Source: an optimization exercise on an open RTL-to-GDS flow (aim: small area and a short achievable clock period). Production flows keep margins and buffers that such runs may drop. Function was checked by simulation only, so behaviour that the tests miss may differ from the original.

== build 69 ==
// conv_bn_act
module conv_bn_act #(
    parameter DATA_WIDTH = 16
)(
    input  logic                  clk,
    input  logic                  rst_n,
    input  logic [DATA_WIDTH-1:0] in_data,
    input  logic                  in_valid,
    output logic                  in_ready,
    output logic [DATA_WIDTH-1:0] out_data,
    output logic                  out_valid,
    input  logic                  enable_bn,
    input  logic                  use_relu          
);
    logic [15:0] valu_y;
    logic        valu_y_valid;
    vector_alu valu_inst (
        .clk      (clk),
        .rst_n    (rst_n),
        .in_data  (in_data),
        .in_valid (in_valid),
        .in_ready (in_ready),
        .y        (valu_y),
        .y_valid  (valu_y_valid),
        .enable_bn(enable_bn)
    );
    activation_unit act_inst (
        .clk      (clk),
        .rst_n    (rst_n),
        .in_data  (valu_y),
        .in_valid (valu_y_valid),
        .out_data (out_data),
        .out_valid(out_valid),
        .use_relu (use_relu)
    );
endmodule
Size: roughly 2500 cells after synthesis, about 39 I/O pins, roughly 0.025 mm² of cells after synthesis.
Settings: LEC_CHECK=0, CAP_MARGIN=20, CORE_MARGIN=2, CORE_UTILIZATION=40, SLEW_MARGIN=20; clock period 18.0 ns.
standard.sh (not shown) runs the stock make flow with config.mk's settings and CLKGATE_MAP_FILE= SYNTH_SCRIPT=/design/flow/synth_recipe.tcl, a recipe that flattens the netlist after the stock synthesis.
==> flow/flow/run.sh <==
#!/bin/bash
# Standard synthesis, then inverters around full adders folded into the adders'
# polarity (flow/invfold.py), then the standard layout from floorplan on.
set -euo pipefail
export SETUP_SLACK_MARGIN=12.5
here=$(pwd)
bash standard.sh synth > "$here/synth.log" 2>&1
R=orfs/results/${FLOW_PLATFORM}/conv_bn_act/base
cp "$R/1_2_yosys.v" "$here/1_2_yosys.std.v"
python3 flow/invfold.py "$here/1_2_yosys.std.v" "$R/1_2_yosys.v" > "$here/invfold.log" 2>&1
rm -f "$R/1_synth.odb" "$R/1_synth.sdc"
bash standard.sh > "$here/layout.log" 2>&1
Other scripts of this flow, unchanged in this note and not shown: flow/flow/invfold.py
Build 69: flow completed, timing, DRC and antenna clean
Modified inputs, build 82 compared to build 69
-- flow/flow/run.sh --
<<< build 69, line 3
# polarity (flow/invfold.py), then the standard layout from floorplan on.
set -euo pipefail
export SETUP_SLACK_MARGIN=12.5
here=$(pwd)
bash standard.sh synth > "$here/synth.log" 2>&1
>>> build 82, line 3
# polarity (flow/invfold.py), then the standard layout from floorplan on.
set -euo pipefail
export SETUP_SLACK_MARGIN=10.5
here=$(pwd)
bash standard.sh synth > "$here/synth.log" 2>&1
Notes after the runs:
Top fanout value on the critical path was lower in the run labelled build 69.
Looking only at final net count, and setting everything else aside, the lower value of build 69 and build 82 goes to build 82.
Relative to build 69, worst path arrival time increased by 0.77 ns in build 82.
sky130_fd_sc_hd__clkdlybuf4s50_1 as the slowest cell on the critical path was reported by build 82, and sky130_fd_sc_hd__dfxtp_4 by build 69.
The share of the final layout cell area in sequential cells reported for build 82 is greater than that of build 69 by 2.7 points.
Comparing build 69 and build 82, worst slack at placement is higher on build 69.
Relative to build 69, build 82 improves global-route wire length before repair.
The run showing the greater portion of the layout cell area used by clock cells is build 82.
Build 82 vs build 69: clock period minus final worst setup slack up
Inputs modified between build 82 and build 24:
-- flow/flow/run.sh --
<<< build 82, line 3
# polarity (flow/invfold.py), then the standard layout from floorplan on.
set -euo pipefail
export SETUP_SLACK_MARGIN=10.5
here=$(pwd)
bash standard.sh synth > "$here/synth.log" 2>&1
>>> build 24, line 3
# polarity (flow/invfold.py), then the standard layout from floorplan on.
set -euo pipefail
export SETUP_SLACK_MARGIN=13.5
here=$(pwd)
bash standard.sh synth > "$here/synth.log" 2>&1
Cmp build 24 vs build 82: buffer count from post-CTS setup fixing higher in build 24
The total instance count after detailed placement of build 82 and that of build 24 are within noise of each other.
The fraction of area in non-clock buffers number comes out higher for build 24 vs build 82.
Delta (build 24 minus build 82): final worst slack up 0.89 ns, non-filler instance count after layout went up 9.6%.
Compared with build 82, in build 24 detailed placement HPWL went up by 4.6%; total wire length +18000 µm.
The following lists how build 39 was set up differently from build 24:
-- flow/flow/run.sh --
<<< build 24, line 3
# polarity (flow/invfold.py), then the standard layout from floorplan on.
set -euo pipefail
export SETUP_SLACK_MARGIN=13.5
here=$(pwd)
bash standard.sh synth > "$here/synth.log" 2>&1
>>> build 39, line 3
# polarity (flow/invfold.py), then the standard layout from floorplan on.
set -euo pipefail
here=$(pwd)
bash standard.sh synth > "$here/synth.log" 2>&1
## What came out
Diff build 24 -> build 39: number of endpoints with negative hold slack in the final report barely changed, delay of the slowest cell on the worst path increased 0.12 ns, critical path depth rose by 1, maximum fanout along the worst path increased by 2 relative to the old numbers, final standard cell area without fillers saw a decrease.
Vias: build 39 below build 24
When build 39 is measured against build 24, its average vias per placed instance turns out 2.8% lower.
Compared with build 24, build 39 shows clock period minus worst slack higher by 1.21 ns.
The count of placed standard cells including taps of build 39 and that of build 24 are within noise of each other.
Comparing worst setup slack for build 39 and build 24, the smaller number came from build 39.
Inputs modified between build 39 and build 61:
-- flow/flow/run.sh --
<<< build 39, line 3
# polarity (flow/invfold.py), then the standard layout from floorplan on.
set -euo pipefail
here=$(pwd)
bash standard.sh synth > "$here/synth.log" 2>&1
>>> build 61, line 3
# polarity (flow/invfold.py), then the standard layout from floorplan on.
set -euo pipefail
export SETUP_SLACK_MARGIN=11.5
here=$(pwd)
bash standard.sh synth > "$here/synth.log" 2>&1
On cell area reported after detailed placement, build 61 and build 39 are basically level.
Changes observed in build 61 relative to build 39: highest fanout seen on the critical path increased by 4 relative to the old numbers, global-route usage has increased.
The worst setup path startpoint comes out act_inst.w_q[10] in one run and act_inst.w_q[7] in the other, namely in build 61 and build 39 respectively.

---

## amber
Another version of the RTL of conv_bn_act (not shown whole).
Size in the first run: ~2400 cells after synthesis, roughly 0.024 mm² of cells after synthesis.
## conv_bn_act
module conv_bn_act #(
    parameter DATA_WIDTH = 16
)(
    input  logic                  clk,
    input  logic                  rst_n,
    input  logic [DATA_WIDTH-1:0] in_data,
    input  logic                  in_valid,
    output logic                  in_ready,
    output logic [DATA_WIDTH-1:0] out_data,
    output logic                  out_valid,
    input  logic                  enable_bn,
    input  logic                  use_relu          
);
==> flow/config.mk <==
export PLATFORM = sky130hd
export DESIGN_NAME = conv_bn_act
export DESIGN_NICKNAME = conv_bn_act
export VERILOG_FILES = /design/flow/design.v
export SDC_FILE = /design/flow/constraint.sdc
export NUM_CORES = 4
export LEC_CHECK = 0
export CAP_MARGIN = 20
export CORE_MARGIN = 2
export CORE_UTILIZATION = 40
export SLEW_MARGIN = 20
==> flow/constraint.sdc <==
create_clock -name core_clock -period 18.0 [get_ports {clk}]
set_input_delay 3.6000 -clock core_clock [delete_from_list [all_inputs] [get_ports {clk}]]
set_output_delay 3.6000 -clock core_clock [all_outputs]
set_load 0.01 [all_outputs]
==> flow/flow/run.sh <==
#!/bin/bash
# Standard synthesis, then inverters around full adders folded into the adders'
# polarity (flow/invfold.py), then the standard layout from floorplan on, with
# timing repair aiming at a setup slack of SETUP_SLACK_MARGIN.
set -euo pipefail
export SETUP_SLACK_MARGIN=12.0
here=$(pwd)
bash standard.sh synth > "$here/synth.log" 2>&1
R=orfs/results/${FLOW_PLATFORM}/conv_bn_act/base
cp "$R/1_2_yosys.v" "$here/1_2_yosys.std.v"
python3 flow/invfold.py "$here/1_2_yosys.std.v" "$R/1_2_yosys.v" > "$here/invfold.log" 2>&1
rm -f "$R/1_synth.odb" "$R/1_synth.sdc"
bash standard.sh > "$here/layout.log" 2>&1
Other scripts of this flow, unchanged in this note and not shown: flow/flow/invfold.py
> inputs changed (amber -> indigo)
-- flow/flow/run.sh --
<<< amber, line 4
# timing repair aiming at a setup slack of SETUP_SLACK_MARGIN.
set -euo pipefail
export SETUP_SLACK_MARGIN=12.0
here=$(pwd)
bash standard.sh synth > "$here/synth.log" 2>&1
>>> indigo, line 4
# timing repair aiming at a setup slack of SETUP_SLACK_MARGIN.
set -euo pipefail
export SETUP_SLACK_MARGIN=11.8
here=$(pwd)
bash standard.sh synth > "$here/synth.log" 2>&1
--- outcome ---
Against amber, indigo comes in 0.21 ns lower on setup slack after layout. indigo vs amber — post-route cell area dropped slightly. On indigo: area overhead of the layout relative to synthesis is 0.88 points lower than what amber gave. Non-clock buffer count, amber and indigo: smaller value in indigo. Between indigo and amber, it is indigo whose clock period minus worst slack is higher, by 0.21 ns.
Modified inputs, lagoon compared to indigo
-- flow/flow/run.sh --
<<< indigo, line 4
# timing repair aiming at a setup slack of SETUP_SLACK_MARGIN.
set -euo pipefail
export SETUP_SLACK_MARGIN=11.8
here=$(pwd)
bash standard.sh synth > "$here/synth.log" 2>&1
>>> lagoon, line 4
# timing repair aiming at a setup slack of SETUP_SLACK_MARGIN.
set -euo pipefail
export SETUP_SLACK_MARGIN=11.6
here=$(pwd)
bash standard.sh synth > "$here/synth.log" 2>&1
Findings:
- Higher total length of routed wires among indigo and lagoon: indigo
- Against indigo, lagoon comes in 1.0 points lower on area added between synthesis and finish.
- indigo -> lagoon: count of fill cells added during filler insertion increased slightly
- [diff] first-iteration DRC count, lagoon relative to indigo: regression

port drivers added, routing unchanged:
Ports are ideal in the flow. The routed layouts listed here were re-timed in OpenROAD. Step 1 (the two cells are an assumption about what drives the block):
set clk [get_ports {clk}]
set_driving_cell -lib_cell sky130_fd_sc_hd__clkbuf_16 $clk
set_driving_cell -lib_cell sky130_fd_sc_hd__buf_2 [delete_from_list [all_inputs] $clk]
Step 2 times the ports against the registers' clock, not the clock port: input delays grow and output delays shrink by t, the midpoint of the rising clock arrivals with the driver on. Slacks: ideal / step 1 / step 2; pairs: ideal / step 1.
| run | t (ns) | setup slack, ns | clock arrival spread, ns | pins driven straight from the clock port |
|---|---|---|---|---|
| build 69 | 0.625 | 11.516 / 11.459 / 11.648 | 0.061 / 0.061 | 1 |
| build 82 | 0.599 | 10.750 / 10.689 / 10.863 | 0.012 / 0.011 | 1 |
| build 24 | 0.615 | 11.645 / 11.585 / 11.689 | 0.020 / 0.020 | 1 |
| build 39 | 0.600 | 10.437 / 10.376 / 10.783 | 0.014 / 0.014 | 1 |
| build 61 | 0.593 | 11.447 / 11.390 / 11.665 | 0.019 / 0.019 | 1 |
| amber | 0.644 | 12.138 / 12.076 / 11.657 | 0.018 / 0.018 | 1 |
| indigo | 0.647 | 11.929 / 11.869 / 11.520 | 0.039 / 0.039 | 1 |
| lagoon | 0.645 | 11.720 / 11.660 / 11.522 | 0.033 / 0.033 | 1 |
After both steps every run listed still meets setup and hold. The setup slack of amber, which loses most, moves by -0.062 ns with the drivers and by -0.481 ns with both steps.
